Context: an optimization exercise on an open-source flow, tuned for small area. The choices shown serve that exercise and are no tape-out recipe. RTL that was checked went through simulation tests only; none was proved equivalent to the original. Power figures rest on the tool's default switching activity, not on a simulated workload.

==> run Y <==
## packet_snooper
module packet_snooper # (
   parameter TDATA_WIDTH = 512,
   parameter TKEEP_WIDTH = TDATA_WIDTH/8
) (
   input wire clk,
   input wire aresetn,
   input wire [TDATA_WIDTH-1:0] in_stream_TDATA,
   input wire [TKEEP_WIDTH-1:0] in_stream_TKEEP,
   input wire in_stream_TREADY,
   input wire in_stream_TVALID,
   input wire in_stream_TLAST,
   output logic [63:0] flit_count_TDATA,
   output logic [7:0] flit_count_TKEEP,
   input  logic flit_count_TREADY,
   output logic flit_count_TVALID,
   output logic flit_count_TLAST,
   output logic [63:0] packet_count_TDATA,
   output logic [7:0] packet_count_TKEEP,
   input  logic packet_count_TREADY,
   output logic packet_count_TVALID,
   output logic packet_count_TLAST,
   output logic [63:0] cycle_count_TDATA,
   output logic [7:0] cycle_count_TKEEP,
   input  logic cycle_count_TREADY,
   output logic cycle_count_TVALID,
   output logic cycle_count_TLAST,
   input measure,
   output logic [63:0] packet_size,
   output logic packet_size_valid,
   output logic measure_sync_out
);
==> module packet_snooper, before the edit <==
module packet_snooper # (
   parameter TDATA_WIDTH = 512,
   parameter TKEEP_WIDTH = TDATA_WIDTH/8
) (
   input wire clk,
   input wire aresetn,
   input wire [TDATA_WIDTH-1:0] in_stream_TDATA,
   input wire [TKEEP_WIDTH-1:0] in_stream_TKEEP,
   input wire in_stream_TREADY,
   input wire in_stream_TVALID,
   input wire in_stream_TLAST,
   output logic [63:0] flit_count_TDATA,
   output logic [7:0] flit_count_TKEEP,
   input  logic flit_count_TREADY,
   output logic flit_count_TVALID,
   output logic flit_count_TLAST,
   output logic [63:0] packet_count_TDATA,
   output logic [7:0] packet_count_TKEEP,
   input  logic packet_count_TREADY,
   output logic packet_count_TVALID,
   output logic packet_count_TLAST,
   output logic [63:0] cycle_count_TDATA,
   output logic [7:0] cycle_count_TKEEP,
   input  logic cycle_count_TREADY,
   output logic cycle_count_TVALID,
   output logic cycle_count_TLAST,
   input measure,
   output logic [63:0] packet_size,
   output logic packet_size_valid,
   output logic measure_sync_out
);
   logic active, first, sum_zero;
   logic [6:0] bytes_in_flit;
   logic [63:0] flit_counter, packet_counter, cycle_counter;
   wire st_meas = active & measure_sync_out;
   wire st_done = active & ~measure_sync_out;
   wire hs      = st_meas & in_stream_TVALID & in_stream_TREADY;
   assign flit_count_TKEEP   = 8'hFF;
   assign flit_count_TLAST   = 1'b1;
   assign packet_count_TKEEP = 8'hFF;
   assign packet_count_TLAST = 1'b1;
   assign cycle_count_TKEEP  = 8'hFF;
   assign cycle_count_TLAST  = 1'b1;
   always_ff @ (posedge clk) begin
      measure_sync_out <= measure;
      active <= aresetn & (active ? measure_sync_out : measure);
      first  <= ~active;
   end
   mux_64 # (.TDATA_WIDTH (TDATA_WIDTH),.TKEEP_WIDTH (TKEEP_WIDTH)) inst1
        (.clk(clk),
         .aresetn(aresetn),
         .input_keep(in_stream_TKEEP),
         .bytes_in_flit(bytes_in_flit)
         );
   wire [63:0] cyc_n, flt_n, pkt_n, psz_n;
   wire        pkt_inc = hs & in_stream_TLAST;
   inc_n #(.W(64), .B(16)) u_cyc (.q(cycle_counter),  .clr(first), .inc(1'b1),    .n(cyc_n));
   inc_n #(.W(64), .B(8)) u_flt (.q(flit_counter),   .clr(first), .inc(hs),      .n(flt_n));
   inc_n #(.W(64), .B(8)) u_pkt (.q(packet_counter), .clr(first), .inc(pkt_inc), .n(pkt_n));
   wire       psz_clr = hs & sum_zero;
   wire [7:0] psz_lo  = {1'b0, packet_size[6:0] & {7{~sum_zero}}} + {1'b0, bytes_in_flit};
   inc_n #(.W(57), .B(8)) u_psz (.q(packet_size[63:7]), .clr(psz_clr), .inc(hs & psz_lo[7]), .n(psz_n[63:7]));
   assign psz_n[6:0] = hs ? psz_lo[6:0] : packet_size[6:0];
   always_ff @ (posedge clk) begin
      cycle_counter  <= cyc_n;
      flit_counter   <= flt_n;
      packet_counter <= pkt_n;
   end
   always_ff @ (posedge clk) begin
      packet_size <= psz_n;
      if (~active) begin
         sum_zero <= 1'b1;
         packet_size_valid <= 1'b0;
      end
      else if (hs) begin
         sum_zero <= in_stream_TLAST;
         packet_size_valid <= in_stream_TLAST;
      end
   end
   always_ff @ (posedge clk) begin
      if (st_done) begin
         cycle_count_TVALID  <= cycle_count_TREADY;
         packet_count_TVALID <= packet_count_TREADY;
         flit_count_TVALID   <= flit_count_TREADY;
         if (cycle_count_TREADY)  cycle_count_TDATA  <= cycle_counter;
         if (packet_count_TREADY) packet_count_TDATA <= packet_counter;
         if (flit_count_TREADY)   flit_count_TDATA   <= flit_counter;
      end
   end
endmodule
==> module inc_n, before the edit <==
module inc_n #(
   parameter W = 64,
   parameter B = 8
) (
   input  wire [W-1:0] q,
   input  wire         clr,
   input  wire         inc,
   output wire [W-1:0] n
);
   localparam NB = (W + B - 1) / B;
   wire [W:0]  c;
   wire [NB:0] pre;    
   assign pre[0] = 1'b1;
   genvar b, k;
   generate
      for (b = 0; b < NB; b = b + 1) begin : g_blk
         localparam LO = b * B;
         localparam HI = (LO + B < W) ? LO + B : W;
         if (b == 0) begin : g_p0
            assign pre[1] = ~clr & (&q[HI-1:LO]);
         end else begin : g_pn
            assign pre[b+1] = pre[b] & (&q[HI-1:LO]);
         end
         for (k = LO; k < HI; k = k + 1) begin : g_bit
            wire ci = (k == LO) ? (inc & pre[b]) : c[k];
            if (k == 0) begin : g_lsb
               assign n[0] = (q[0] & ~clr) ^ ci;
            end else begin : g_up
               assign n[k] = ~clr & (q[k] ^ ci);
            end
            assign c[k+1] = q[k] & ci;
         end
      end
   endgenerate
endmodule
==> flow/config.mk <==
export PLATFORM = sky130hd
export DESIGN_NAME = packet_snooper
export DESIGN_NICKNAME = packet_snooper
export VERILOG_FILES = /design/flow/design.v
export SDC_FILE = /design/flow/constraint.sdc
export NUM_CORES = 4
export LEC_CHECK = 0
export CAP_MARGIN = 20
export CORE_MARGIN = 2
export CORE_UTILIZATION = 30
export SLEW_MARGIN = 20
==> flow/constraint.sdc <==
create_clock -name core_clock -period 5.0 [get_ports {clk}]
set_input_delay 1.0000 -clock core_clock [delete_from_list [all_inputs] [get_ports {clk}]]
set_output_delay 1.0000 -clock core_clock [all_outputs]
set_load 0.01 [all_outputs]
standard.sh (not shown) runs the stock make flow with config.mk's settings and CLKGATE_MAP_FILE= SYNTH_SCRIPT=/design/flow/synth_recipe.tcl, a recipe that flattens the netlist after the stock synthesis.
==> flow/flow/run.sh <==
#!/bin/bash
set -euo pipefail
export BUFFER_PORTS_ARGS="-buffer_cell sky130_fd_sc_hd__buf_1"
export CTS_ARGS="-sink_clustering_enable -repair_clock_nets -dont_use_dummy_load -buf_list sky130_fd_sc_hd__clkbuf_4 -sink_clustering_size 12 -sink_clustering_max_diameter 40"
bash standard.sh > flow_standard.log 2>&1
==> inputs of run A, as changes to run Y <==
--- a/flow/design.v
+++ b/flow/design.v
@@ -328,11 +328,14 @@
    wire [63:0] cyc_n, flt_n, pkt_n, psz_n;
    wire        pkt_inc = hs & in_stream_TLAST;
-   inc_n #(.W(64), .B(16)) u_cyc (.q(cycle_counter),  .clr(first), .inc(1'b1),    .n(cyc_n));
-   inc_n #(.W(64), .B(8)) u_flt (.q(flit_counter),   .clr(first), .inc(hs),      .n(flt_n));
-   inc_n #(.W(64), .B(8)) u_pkt (.q(packet_counter), .clr(first), .inc(pkt_inc), .n(pkt_n));
-   wire       psz_clr = hs & sum_zero;
-   wire [7:0] psz_lo  = {1'b0, packet_size[6:0] & {7{~sum_zero}}} + {1'b0, bytes_in_flit};
-   inc_n #(.W(57), .B(8)) u_psz (.q(packet_size[63:7]), .clr(psz_clr), .inc(hs & psz_lo[7]), .n(psz_n[63:7]));
-   assign psz_n[6:0] = hs ? psz_lo[6:0] : packet_size[6:0];
+   wire        psz_clr = hs & sum_zero;
+   wire [6:0]  add_b   = hs ? bytes_in_flit : 7'd0;
+   inc64 u_cyc (.q(cycle_counter),  .clr(first), .inc(1'b1),    .n(cyc_n));
+   inc64 u_flt (.q(flit_counter),   .clr(first), .inc(hs),      .n(flt_n));
+   inc64 u_pkt (.q(packet_counter), .clr(first), .inc(pkt_inc), .n(pkt_n));
+   wire [6:0] psz_lm = packet_size[6:0] & {7{~psz_clr}};
+   wire [7:0] psz_lo = {1'b0, psz_lm} + {1'b0, add_b};
+   wire [63:0] psz_hi;
+   inc64 u_psz (.q({7'd0, packet_size[63:7]}), .clr(psz_clr), .inc(psz_lo[7]), .n(psz_hi));
+   assign psz_n = {psz_hi[56:0], psz_lo[6:0]};
    always_ff @ (posedge clk) begin
       cycle_counter  <= cyc_n;
@@ -362,35 +365,25 @@
    end
 endmodule
-module inc_n #(
-   parameter W = 64,
-   parameter B = 8
-) (
-   input  wire [W-1:0] q,
-   input  wire         clr,
-   input  wire         inc,
-   output wire [W-1:0] n
+module inc64 (
+   input  wire [63:0] q,
+   input  wire        clr,
+   input  wire        inc,
+   output wire [63:0] n
 );
-   localparam NB = (W + B - 1) / B;
-   wire [W:0]  c;
-   wire [NB:0] pre;    
-   assign pre[0] = 1'b1;
+   wire [64:0] c;
+   wire [8:0]  bc;
+   assign bc[0] = inc;
    genvar b, k;
    generate
-      for (b = 0; b < NB; b = b + 1) begin : g_blk
-         localparam LO = b * B;
-         localparam HI = (LO + B < W) ? LO + B : W;
-         if (b == 0) begin : g_p0
-            assign pre[1] = ~clr & (&q[HI-1:LO]);
-         end else begin : g_pn
-            assign pre[b+1] = pre[b] & (&q[HI-1:LO]);
-         end
-         for (k = LO; k < HI; k = k + 1) begin : g_bit
-            wire ci = (k == LO) ? (inc & pre[b]) : c[k];
-            if (k == 0) begin : g_lsb
+      for (b = 0; b < 8; b = b + 1) begin : g_blk
+         assign bc[b+1] = bc[b] & ~clr & (&q[b*8 +: 8]);
+         for (k = 0; k < 8; k = k + 1) begin : g_bit
+            wire ci = (k == 0) ? bc[b] : c[b*8 + k];
+            if (b == 0 && k == 0) begin : g_lsb
                assign n[0] = (q[0] & ~clr) ^ ci;
             end else begin : g_up
-               assign n[k] = ~clr & (q[k] ^ ci);
+               assign n[b*8 + k] = ~clr & (q[b*8 + k] ^ ci);
             end
-            assign c[k+1] = q[k] & ci;
+            assign c[b*8 + k + 1] = q[b*8 + k] & ci;
          end
       end
==> flow/flow/run.sh (replaced) <==
#!/bin/bash
set -euo pipefail
export BUFFER_PORTS_ARGS="-buffer_cell sky130_fd_sc_hd__buf_1"
export CTS_ARGS="-sink_clustering_enable -repair_clock_nets -dont_use_dummy_load -buf_list sky130_fd_sc_hd__clkbuf_4 -sink_clustering_size 10 -sink_clustering_max_diameter 50"
bash standard.sh > flow_standard.log 2>&1
==> inputs of run P, as changes to run Y <==
--- a/flow/design.v
+++ b/flow/design.v
@@ -328,11 +328,14 @@
    wire [63:0] cyc_n, flt_n, pkt_n, psz_n;
    wire        pkt_inc = hs & in_stream_TLAST;
-   inc_n #(.W(64), .B(16)) u_cyc (.q(cycle_counter),  .clr(first), .inc(1'b1),    .n(cyc_n));
-   inc_n #(.W(64), .B(8)) u_flt (.q(flit_counter),   .clr(first), .inc(hs),      .n(flt_n));
-   inc_n #(.W(64), .B(8)) u_pkt (.q(packet_counter), .clr(first), .inc(pkt_inc), .n(pkt_n));
-   wire       psz_clr = hs & sum_zero;
-   wire [7:0] psz_lo  = {1'b0, packet_size[6:0] & {7{~sum_zero}}} + {1'b0, bytes_in_flit};
-   inc_n #(.W(57), .B(8)) u_psz (.q(packet_size[63:7]), .clr(psz_clr), .inc(hs & psz_lo[7]), .n(psz_n[63:7]));
-   assign psz_n[6:0] = hs ? psz_lo[6:0] : packet_size[6:0];
+   wire        psz_clr = hs & sum_zero;
+   wire [6:0]  add_b   = hs ? bytes_in_flit : 7'd0;
+   inc64 u_cyc (.q(cycle_counter),  .clr(first), .inc(1'b1),    .n(cyc_n));
+   inc64 u_flt (.q(flit_counter),   .clr(first), .inc(hs),      .n(flt_n));
+   inc64 u_pkt (.q(packet_counter), .clr(first), .inc(pkt_inc), .n(pkt_n));
+   wire [6:0] psz_lm = packet_size[6:0] & {7{~psz_clr}};
+   wire [7:0] psz_lo = {1'b0, psz_lm} + {1'b0, add_b};
+   wire [63:0] psz_hi;
+   inc64 u_psz (.q({7'd0, packet_size[63:7]}), .clr(psz_clr), .inc(psz_lo[7]), .n(psz_hi));
+   assign psz_n = {psz_hi[56:0], psz_lo[6:0]};
    always_ff @ (posedge clk) begin
       cycle_counter  <= cyc_n;
@@ -362,35 +365,31 @@
    end
 endmodule
-module inc_n #(
-   parameter W = 64,
-   parameter B = 8
-) (
-   input  wire [W-1:0] q,
-   input  wire         clr,
-   input  wire         inc,
-   output wire [W-1:0] n
+module inc64 (
+   input  wire [63:0] q,
+   input  wire        clr,
+   input  wire        inc,
+   output wire [63:0] n
 );
-   localparam NB = (W + B - 1) / B;
-   wire [W:0]  c;
-   wire [NB:0] pre;    
+   wire [63:0] l;      
+   wire [8:0]  pre;    
+   wire [63:0] c;      
    assign pre[0] = 1'b1;
    genvar b, k;
    generate
-      for (b = 0; b < NB; b = b + 1) begin : g_blk
-         localparam LO = b * B;
-         localparam HI = (LO + B < W) ? LO + B : W;
-         if (b == 0) begin : g_p0
-            assign pre[1] = ~clr & (&q[HI-1:LO]);
-         end else begin : g_pn
-            assign pre[b+1] = pre[b] & (&q[HI-1:LO]);
-         end
-         for (k = LO; k < HI; k = k + 1) begin : g_bit
-            wire ci = (k == LO) ? (inc & pre[b]) : c[k];
-            if (k == 0) begin : g_lsb
-               assign n[0] = (q[0] & ~clr) ^ ci;
+      for (b = 0; b < 8; b = b + 1) begin : g_blk
+         assign pre[b+1] = pre[b] & l[b*8 + 7];
+         for (k = 0; k < 8; k = k + 1) begin : g_bit
+            if (k == 0) begin : g_first
+               assign l[b*8] = q[b*8];
+               assign c[b*8] = inc & pre[b];
+            end else begin : g_rest
+               assign l[b*8 + k] = l[b*8 + k - 1] & q[b*8 + k];
+               assign c[b*8 + k] = inc & pre[b] & l[b*8 + k - 1];
+            end
+            if (b == 0 && k == 0) begin : g_lsb
+               assign n[0] = (q[0] & ~clr) ^ inc;
             end else begin : g_up
-               assign n[k] = ~clr & (q[k] ^ ci);
+               assign n[b*8 + k] = ~clr & (q[b*8 + k] ^ c[b*8 + k]);
             end
-            assign c[k+1] = q[k] & ci;
          end
       end
==> flow/run.sh (new file) <==
#!/bin/bash
# synth_recipe.tcl (not shown) runs the flow's synth.tcl, then flattens the netlist and writes it again
# the make line also repeats each setting of config.mk as NAME=value (left out here)
make -C /OpenROAD-flow-scripts/flow DESIGN_CONFIG=/design/flow/config.mk WORK_HOME=/design/flow/orfs CLKGATE_MAP_FILE= SYNTH_SCRIPT=/design/flow/synth_recipe.tcl finish
CTS_BUF_LIST = sky130_fd_sc_hd__clkbuf_4   (was unset)
removed: flow/flow/run.sh
removed: flow/standard.sh
==> inputs of run C, as changes to run Y <==
==> flow/flow/run.sh (replaced) <==
#!/bin/bash
# Layout flow: the standard flow (standard synthesis unchanged), with
#  - the port buffers made from the smallest buffer cell,
#  - one tie cell for the constant outputs (no tie fanout repair),
#  - a clock tree of small clock buffers, clustered, without dummy loads.
# ORFS writes each step's full log under orfs/logs; make's own output goes
# to flow_standard.log.
set -euo pipefail
export BUFFER_PORTS_ARGS="-buffer_cell sky130_fd_sc_hd__buf_1"
export SKIP_REPAIR_TIE_FANOUT=1
export CTS_ARGS="-sink_clustering_enable -repair_clock_nets -dont_use_dummy_load -buf_list sky130_fd_sc_hd__clkbuf_4 -sink_clustering_size 10 -sink_clustering_max_diameter 50"
bash standard.sh > flow_standard.log 2>&1
GPL_TIMING_DRIVEN = 0   (was unset)
PLACE_DENSITY = 0.9   (was unset)
==> comparison <==
Run Y ran to the end with no violations. Run C passed the timing, design-rule and antenna checks. Run P finished clean. Run A completed without violations. Non-clock buffer count, highest first: run C, run P, run A, run Y. First-iteration DRC count, highest first: run P, run A, run Y, run C. Utilization: run P > run A > run C > run Y. Maximum frequency: run C < run Y < run A < run P. Design area, lowest first: run Y, run C, run A, run P. Of run A and run C, run A has the higher synthesized cell count (gap 3.1%, measured against run C). Setup slack: run P > run A > run Y > run C.
==> figures <==
item	run C	run A	run P	run Y
Worst setup startpoint	in_stream_TREADY	measure_sync_out$_DFF_P_	cycle_counter[0]$_DFF_P_	cycle_counter[1]$_DFF_P_
Buffer and inverter count on the worst path	1	4	0	1
DP Worst Slack	-0.360 ns	-0.0438 ns	0.256 ns	-0.0537 ns
Hold EP	measure_sync_out$_DFF_P_	measure_sync_out$_DFF_P_	cycle_counter[0]$_DFF_P_	measure_sync_out$_DFF_P_
Run status	timing/DRC/antenna clean	timing/DRC/antenna clean	timing/DRC/antenna clean	timing/DRC/antenna clean
Global routing met3 resource utilization	4.54%	7.18%	8.15%	5.09%
Power attributed to combinational cells	285 µW	265 µW	354 µW	261 µW
Count of distinct cell types in the synthesized netlist	55	62	65	55
R2r setup slk	0.56 ns	0.69 ns	0.99 ns	0.64 ns
Min Clock Period, post-route	4.46 ns	4.31 ns	4.01 ns	4.36 ns
Area occupied by registers	11,300 µm²	11,200 µm²	11,200 µm²	11,300 µm²
Routed length on met1	18.7 mm	20.1 mm	21.9 mm	20.0 mm
Floorplan die area	63,800 µm²	64,400 µm²	64,700 µm²	63,800 µm²
First-pass GRT wire length	69.6 mm	76.5 mm	80.7 mm	70.1 mm
Routed via count	12,300	12,400	14,100	12,100
For run P, only the layout was checked, not whether the RTL still works.

## port drivers added, routing unchanged
The results above use ideal ports. As a check the final layouts listed here were re-extracted and re-timed, cells and wires unchanged. Step 1, drivers: a clkbuf_16 drives clk and a buf_2 each remaining input, both assumed. Step 2 also shifts input and output timing later by t, the mid clock arrival at the registers, as if the neighbouring blocks saw the same clock. Three values: ideal, step 1, step 2; two values: the first two.
run | t (ns) | setup WS [ns] | clock arrival spread, ns | slew at the worst register clock pin (ns) | worst slew at a driven data input, ns
run Y | 0.799 | 0.641 / 0.641 / -0.003 | 0.141 / 0.141 | 0.12 / 0.12 | 0.07
run A | 0.783 | 0.687 / 0.687 / 0.057 | 0.163 / 0.163 | 0.11 / 0.11 | 0.07
run P | 0.895 | 0.994 / 0.994 / 0.148 | 0.098 / 0.098 | 0.08 / 0.08 | 0.11
run C | 0.750 | 0.536 / 0.557 / -0.186 | 0.161 / 0.162 | 0.11 / 0.11 | 0.09
Met with ideal ports but missed after step 2: setup timing in run Y and run C. The setup slack of run P, which loses most, moves by 0.000 ns with the drivers and by -0.846 ns with both steps.
